From an optimization exercise on the open Yosys and OpenROAD flow, aimed at small area; shortcuts taken in it are not production practice. Only simulation tests tie the RTL to the original design; equivalence was not proved.

==> design.v <==
module chen_cordic #(
    parameter ROTATE_TYPE = "ROTATE",
    parameter DATABITS = 17,
    parameter ITERATIONS = 16
)(
    input clk,
    input rst_n,
    input Validin,
    input signed [DATABITS-1:0] Xin,
    input signed [DATABITS-1:0] Yin,
    input signed [17:0] Ain,
    output Validout,
    output signed [DATABITS-1:0] Xout,
    output signed [DATABITS-1:0] Yout,
    output signed [17:0] Aout
);
    reg [8:0] vld;
    always @(posedge clk)
        if (!rst_n) vld <= 0;
        else vld <= {vld[7:0], Validin};
    assign Validout = vld[8];
    wire hi = $signed(Ain) > 18'sd51471;
    wire lo = $signed(Ain) < -18'sd51471;
    wire neg = hi | lo;
    wire hp = $signed(Ain) >= 18'sd102943;
    wire p_0 = neg ? (lo | hp) : ~Ain[17];
    wire [17:0] c0 = hi ? (p_0 ? -18'sd102943-18'sd25736 : -18'sd102943+18'sd25736) : lo ? (18'sd102943-18'sd25736) : Ain[17] ? 18'sd25736 : -18'sd25736;
    wire [17:0] a1f = Ain + c0;
    wire [15:0] a1 = a1f[15:0];
    wire signed [16:0] xq = neg ? -Xin : Xin;
    wire signed [16:0] yq = neg ? -Yin : Yin;
    wire signed [16:0] x1 = p_0 ? xq - ($signed(yq) >>> 0) : xq + ($signed(yq) >>> 0);
    wire signed [16:0] y1 = ~p_0 ? yq - ($signed(xq) >>> 0) : yq + ($signed(xq) >>> 0);
    reg signed [16:0] xr1;
    always @(posedge clk) xr1 <= x1;
    reg signed [16:0] yr1;
    always @(posedge clk) yr1 <= y1;
    reg signed [15:0] ar1;
    always @(posedge clk) ar1 <= a1;
    wire p_1 = ~ar1[15];
    wire [14:0] a2 = p_1 ? ar1 - 15192 : ar1 + 15192;
    wire signed [16:0] x2 = p_1 ? xr1 - ($signed(yr1) >>> 1) : xr1 + ($signed(yr1) >>> 1);
    wire signed [16:0] y2 = ~p_1 ? yr1 - ($signed(xr1) >>> 1) : yr1 + ($signed(xr1) >>> 1);
    reg signed [16:0] xr2;
    always @(posedge clk) xr2 <= x2;
    reg signed [16:0] yr2;
    always @(posedge clk) yr2 <= y2;
    reg signed [14:0] ar2;
    always @(posedge clk) ar2 <= a2;
    wire p_2 = ~ar2[14];
    wire [13:0] a3 = p_2 ? ar2 - 8027 : ar2 + 8027;
    wire signed [16:0] x3 = p_2 ? xr2 - ($signed(yr2) >>> 2) : xr2 + ($signed(yr2) >>> 2);
    wire signed [16:0] y3 = ~p_2 ? yr2 - ($signed(xr2) >>> 2) : yr2 + ($signed(xr2) >>> 2);
    wire p_3 = ~a3[13];
    wire [12:0] a4 = p_3 ? a3 - 4075 : a3 + 4075;
    wire signed [16:0] x4 = p_3 ? x3 - ($signed(y3) >>> 3) : x3 + ($signed(y3) >>> 3);
    wire signed [16:0] y4 = ~p_3 ? y3 - ($signed(x3) >>> 3) : y3 + ($signed(x3) >>> 3);
    reg signed [16:0] xr4;
    always @(posedge clk) xr4 <= x4;
    reg signed [16:0] yr4;
    always @(posedge clk) yr4 <= y4;
    reg signed [12:0] ar4;
    always @(posedge clk) ar4 <= a4;
    wire p_4 = ~ar4[12];
    wire [11:0] a5 = p_4 ? ar4 - 2045 : ar4 + 2045;
    wire signed [16:0] x5 = p_4 ? xr4 - ($signed(yr4) >>> 4) : xr4 + ($signed(yr4) >>> 4);
    wire signed [16:0] y5 = ~p_4 ? yr4 - ($signed(xr4) >>> 4) : yr4 + ($signed(xr4) >>> 4);
    wire p_5 = ~a5[11];
    wire signed [16:0] x6 = p_5 ? x5 - ($signed(y5) >>> 5) : x5 + ($signed(y5) >>> 5);
    wire signed [16:0] y6 = ~p_5 ? y5 - ($signed(x5) >>> 5) : y5 + ($signed(x5) >>> 5);
    reg signed [16:0] xr6;
    always @(posedge clk) xr6 <= x6;
    reg signed [16:0] yr6;
    always @(posedge clk) yr6 <= y6;
    reg [11:0] ar6;
    always @(posedge clk) ar6 <= a5;
    wire p_6 = ar6[10];
    wire signed [16:0] x7 = p_6 ? xr6 - ($signed(yr6) >>> 6) : xr6 + ($signed(yr6) >>> 6);
    wire signed [16:0] y7 = ~p_6 ? yr6 - ($signed(xr6) >>> 6) : yr6 + ($signed(xr6) >>> 6);
    wire p_7 = ar6[9];
    wire signed [16:0] x8 = p_7 ? x7 - ($signed(y7) >>> 7) : x7 + ($signed(y7) >>> 7);
    wire signed [16:0] y8 = ~p_7 ? y7 - ($signed(x7) >>> 7) : y7 + ($signed(x7) >>> 7);
    reg signed [16:0] xr8;
    always @(posedge clk) xr8 <= x8;
    reg signed [16:0] yr8;
    always @(posedge clk) yr8 <= y8;
    reg [11:0] ar8;
    always @(posedge clk) ar8 <= ar6;
    wire p_8 = ar8[8];
    wire signed [16:0] x9 = p_8 ? xr8 - ($signed(yr8) >>> 8) : xr8 + ($signed(yr8) >>> 8);
    wire signed [16:0] y9 = ~p_8 ? yr8 - ($signed(xr8) >>> 8) : yr8 + ($signed(xr8) >>> 8);
    wire p_9 = ar8[7];
    wire signed [16:0] x10 = p_9 ? x9 - ($signed(y9) >>> 9) : x9 + ($signed(y9) >>> 9);
    wire signed [16:0] y10 = ~p_9 ? y9 - ($signed(x9) >>> 9) : y9 + ($signed(x9) >>> 9);
    reg signed [16:0] xr10;
    always @(posedge clk) xr10 <= x10;
    reg signed [16:0] yr10;
    always @(posedge clk) yr10 <= y10;
    reg [11:0] ar10;
    always @(posedge clk) ar10 <= ar8;
    wire p_10 = ar10[6];
    wire signed [16:0] x11 = p_10 ? xr10 - ($signed(yr10) >>> 10) : xr10 + ($signed(yr10) >>> 10);
    wire signed [16:0] y11 = ~p_10 ? yr10 - ($signed(xr10) >>> 10) : yr10 + ($signed(xr10) >>> 10);
    wire p_11 = ar10[5];
    wire signed [16:0] x12 = p_11 ? x11 - ($signed(y11) >>> 11) : x11 + ($signed(y11) >>> 11);
    wire signed [16:0] y12 = ~p_11 ? y11 - ($signed(x11) >>> 11) : y11 + ($signed(x11) >>> 11);
    reg signed [16:0] xr12;
    always @(posedge clk) xr12 <= x12;
    reg signed [16:0] yr12;
    always @(posedge clk) yr12 <= y12;
    reg [11:0] ar12;
    always @(posedge clk) ar12 <= ar10;
    wire p_12 = ar12[4];
    wire signed [16:0] x13 = p_12 ? xr12 - ($signed(yr12) >>> 12) : xr12 + ($signed(yr12) >>> 12);
    wire signed [16:0] y13 = ~p_12 ? yr12 - ($signed(xr12) >>> 12) : yr12 + ($signed(xr12) >>> 12);
    wire p_13 = ar12[3];
    wire signed [16:0] x14 = p_13 ? x13 - ($signed(y13) >>> 13) : x13 + ($signed(y13) >>> 13);
    wire signed [16:0] y14 = ~p_13 ? y13 - ($signed(x13) >>> 13) : y13 + ($signed(x13) >>> 13);
    reg signed [16:0] xr14;
    always @(posedge clk) xr14 <= x14;
    reg signed [16:0] yr14;
    always @(posedge clk) yr14 <= y14;
    reg [11:0] ar14;
    always @(posedge clk) ar14 <= ar12;
    wire p_14 = ar14[2];
    wire signed [16:0] x15 = p_14 ? xr14 - ($signed(yr14) >>> 14) : xr14 + ($signed(yr14) >>> 14);
    wire signed [16:0] y15 = ~p_14 ? yr14 - ($signed(xr14) >>> 14) : yr14 + ($signed(xr14) >>> 14);
    wire p_15 = ar14[1];
    wire signed [16:0] x16 = p_15 ? x15 - ($signed(y15) >>> 15) : x15 + ($signed(y15) >>> 15);
    wire signed [16:0] y16 = ~p_15 ? y15 - ($signed(x15) >>> 15) : y15 + ($signed(x15) >>> 15);
    reg signed [16:0] xr16;
    always @(posedge clk) xr16 <= x16;
    reg signed [16:0] yr16;
    always @(posedge clk) yr16 <= y16;
    reg [0:0] ar16;
    always @(posedge clk) ar16 <= ar14[0];
    assign Aout = {18{~ar16}};
    wire signed [32:0] mx_e = $signed(xr16);
    wire signed [32:0] mx_p = (mx_e <<< 14) + (mx_e <<< 12) - (mx_e <<< 9) - (mx_e <<< 6) - (mx_e <<< 3) + (mx_e <<< 1);
    wire signed [32:0] my_e = $signed(yr16);
    wire signed [32:0] my_p = (my_e <<< 14) + (my_e <<< 12) - (my_e <<< 9) - (my_e <<< 6) - (my_e <<< 3) + (my_e <<< 1);
    assign Xout = mx_p[31:15];
    assign Yout = my_p[31:15];
endmodule
==> run.sh <==
#!/bin/bash
# synth_recipe.tcl (not shown) runs the flow's synth.tcl, then flattens the netlist and writes it again
# the make line also repeats each setting of config.mk as NAME=value (left out here)
make -C /OpenROAD-flow-scripts/flow DESIGN_CONFIG=/design/flow/config.mk WORK_HOME=/design/flow/orfs CLKGATE_MAP_FILE= SYNTH_SCRIPT=/design/flow/synth_recipe.tcl finish
==> config.mk <==
export PLATFORM = sky130hd
export DESIGN_NAME = chen_cordic
export DESIGN_NICKNAME = chen_cordic
export VERILOG_FILES = /design/flow/design.v
export SDC_FILE = /design/flow/constraint.sdc
export NUM_CORES = 4
export LEC_CHECK = 0
export CAP_MARGIN = 20
export CORE_MARGIN = 2
export CORE_UTILIZATION = 40
export SLEW_MARGIN = 20
==> constraint.sdc <==
create_clock -name core_clock -period 6.5 [get_ports {clk}]
set_input_delay 1.3000 -clock core_clock [delete_from_list [all_inputs] [get_ports {clk}]]
set_output_delay 1.3000 -clock core_clock [all_outputs]
set_load 0.01 [all_outputs]
==> run notes <==
==> cells by family after synthesis <==
group,Yosys count,synth area share [%]
multiplexers,68,1.465
flip-flops,394,16.14
buffers and inverters,583,4.625
adder cells (fa/ha/maj),942,26.53
AND/OR/NAND/NOR,1687,16.82
AO/OA/AOI/OAI,1553,20.88
XOR/XNOR,740,13.54
==> flip-flops by register name, indices dropped and copies added (netlist names), 15 cells and up <==
| name | cells |
|---|---|
| yr2 | 17 |
| yr14 | 17 |
| yr10 | 17 |
| xr8 | 17 |
| xr14 | 17 |
| xr4 | 17 |
| xr12 | 17 |
| yr16 | 17 |
| ar1 | 16 |
| xr2 | 17 |
| xr16 | 17 |
| ar2 | 15 |
| yr8 | 17 |
| yr6 | 17 |
| yr4 | 17 |
| yr1 | 16 |
| xr6 | 17 |
| xr1 | 17 |
| xr10 | 17 |
| yr12 | 17 |
==> metal layers <==
| layer | track usage, % | vias up | share of wire, % | wire [µm] |
|---|---|---|---|---|
| li1 | - | 21650 | - | - |
| met1 | 25.69 | 19480 | 47 | 59050 |
| met2 | 34.19 | 592 | 47 | 58970 |
| met3 | 1.768 | 159 | 3.1 | 3863 |
| met4 | 5.770 | 2 | 2.7 | 3402 |
| met5 | 0 | - | 0.010 | 13 |
==> worst register-to-register path, delay by kind of cell (launching register included) <==
family | cells | cell delay [ps]
AO/OA/AOI/OAI | 14 | 3140
adder cells (fa/ha/maj) | 4 | 1060
multiplexers | 2 | 600
buffers and inverters | 4 | 430
flip-flops | 1 | 420
XOR/XNOR | 2 | 340
AND/OR/NAND/NOR | 1 | 130
==> per-stage QoR <==
step	cells	utilization (%)	cell area [µm²]	hold slack [ps]
after detailed placement	7739	43.26	52590	312.1
after floorplan	5967	-	48870	309.6
after global placement	7739	43.26	52590	312.5
after global routing	7845	45.15	54890	328.9
final	7845	45.15	54890	323.6
after CTS	7834	44.77	54420	325.3
==> layout by cell type (no fill, tap or decap), types with 22 or more instances in the layout <==
master,netlist,layout
a2111oi_0,26,22
a211o_1,29,29
a211oi_1,59,54
a21boi_0,29,29
a21o_1,116,116
a21oi_1,455,441
a31oi_1,51,51
and2_1,52,52
and3_1,64,64
buf_4,17,150
clkbuf_16,0,50
clkdlybuf4s50_1,0,92
dfxtp_1,394,376
fa_1,157,155
ha_1,784,773
inv_1,484,465
mux2_2,28,28
mux2i_1,40,39
nand2_1,291,291
nand2b_1,66,66
nand3_1,99,98
nand4_1,29,29
nor2_1,571,568
nor2b_1,98,96
nor3_1,183,179
nor4_1,44,39
o211ai_1,41,41
o21a_1,117,117
o21ai_0,292,281
o21bai_1,60,60
o31ai_1,43,41
o41ai_1,27,22
or2_2,25,25
or3_1,71,71
xnor2_1,526,521
xor2_1,204,198
==> how the worst max path moves through the flow <==
stage                           from               end  slack (ps)  depth (start not counted)
detailed placement  xr14[14]$_DFF_P_  xr16[16]$_DFF_P_         -90                         27
CTS                 yr16[10]$_DFF_P_          Yout[10]         0.3                         14
global placement    xr14[14]$_DFF_P_  xr16[16]$_DFF_P_        -120                         27
finish              yr16[12]$_DFF_P_          Yout[11]         170                         13
global route        yr10[15]$_DFF_P_  yr12[16]$_DFF_P_         -30                         27
floorplan           yr10[15]$_DFF_P_  yr12[16]$_DFF_P_         110                         28
==> timing repair <==
item                                    in CTS  in global routing
gates resized for setup                     53                113
endpoints found under the setup margin      22                 48
setup buffers                                7                 11
pin swaps                                    5                 24
==> layout make-up <==
type / instances / area share, %
clock buffer: 59 / 2.432
clock inverter: 29 / 0.5972
inverter: 488 / 3.344
multi-input combinational: 4990 / 71.44
sequential: 394 / 14.43
tap: 1625 / 3.704
timing repair buffer: 260 / 4.053
==> results.ini <==
[run_status]
status = timing/DRC/antenna clean

[die]
coreArea_um2 = 121600
die_area_um2 = 125000
ios = 108
rows = 128
initial_core_util_pct = 40.20
dieHeight_um = 353.5
fp.dieW_um = 353.5

[drt]
firstDrtPassIters = 6
ant_nets = 0
drt_iter0_drc = 2275
routed_wl_um = 125300
drc = 0
via_count = 41890
routed_via_density = 5.339
routedWlPerCell_um = 15.97

[cts]
cts_buffers = 49
cts_tree = yes
htreeDepth = 2
clkTransAtPathRegs_ps = 60
clockBufferDepth = 3
cts-root-buf = clkbuf_16
clock_latency_ps = 640
clock_sinks = 394
hold_buffers = 0

[logic_synthesis]
synth_edf_count = 0
ys_types = 94
ys_top_cells_by_area = ha_1 20%, dfxtp_1 16%, xnor2_1 9.4%, fa_1 6.4%, a21oi_1 4.7%
ys_warn_count = 1
synth_top_area_cell = ha_1
syn_area_per_cell_um2 = 8.189
yosys.area.top_type_share_pct = 20.08
synth_area_um2 = 48860
synth_nets = 6963
synthFlopType = dfxtp_1
seq_area_frac_synth_pct = 16.14
ys_seq_elements = 394
synth.most_common_cell = ha_1
postSynth.asyncResetShare_pct = 0
ys_top_cells_by_count = 784 x ha_1, 571 x nor2_1, 526 x xnor2_1, 484 x inv_1, 455 x a21oi_1
syn_inst = 5967

[place]
io_buffer_count = 107
dp_slack_ps = -93.04
dp_hpwl_um = 105200
gp_congestion = 0.8810

[critical_path]
rrSetupSlack_ps = 290
slowest_stage = fa_1
worst_path_most_repeated_cell = fa_1
cp_top_family = adder cells
cp_max_fo = 4
r2r_start = yr12[13]$_DFF_P_
critPathKind = reg2out
cp.required_ps = 5200
crit_path_end_kind = output pin
critPathBufInv = 2
crit_path_cell_trace = inv_1 > fa_1 > fa_1 > fa_1 > ha_4 > o21a_1 > or2_2 > a31o_2 > a21o_1 > a21oi_1 > o21ai_0 > xor2_1 > clkdlybuf4s50_1
arrival_ps = 5030
cp-start-kind = flip-flop
worstReg2RegEnd = yr14[15]$_DFF_P_
rr_worst_depth = 27
critPathMaxStageDelay_ps = 610

[hold_path]
min_path_cells = 0
min_to = ar10[4]$_DFF_P_
worstHoldStart = ar8[4]$_DFF_P_
hp-class = reg2reg

[finish]
nets = 7179
area_delta_synth_final_pct = 12.33
seqCellArea_um2 = 7918
multiInputGateArea_um2 = 39210
drive_gt1_share_pct = 7.476
n_fill_cell = 12040
antenna_cells = 0

[global_routing]
grt.total_usage_pct = 19.63
grt_max_degree = 50
grt_overflow = 0
antenna_found_initial = 1
grt_pass1_wl_um = 205400
grt_pass1_vias = 40810

[sta]
min_period_over_period_pct = 97.34
setup_viol = 0
final.setup.tns_ps = 0
layout_min_cycle_time_ps = 6327
skew_ps = 27.04
hold_viol_final = 0
worst_pin_slew_ps = 850.0
worst_slack_ps = 172.7
slew-limit-headroom_pct = 42.44
fmax_mhz = 158.0
slew_violations = 0

[run]
max_cap_violations = 0

[re-timing with driven ports]
Ports are ideal in the flow. The routed layout listed here was re-timed in OpenROAD. Step 1, drivers: a clkbuf_16 drives clk and a buf_2 each remaining input, both assumed. Step 2 times the ports against the registers' clock, not the clock port: input delays grow and output delays shrink by t, the midpoint of the rising clock arrivals with the driver on. Three values: ideal ports, drivers, drivers and shift; two values: the first two.
t, ns: 0.702
slack for setup (ns): 0.173 / 0.099 / 0.120
cell pins on the clock port's net: 1
After both steps setup and hold are still met in this run. For this run, drivers alone change the setup slack by -0.074 ns; drivers and shift together by -0.053 ns.
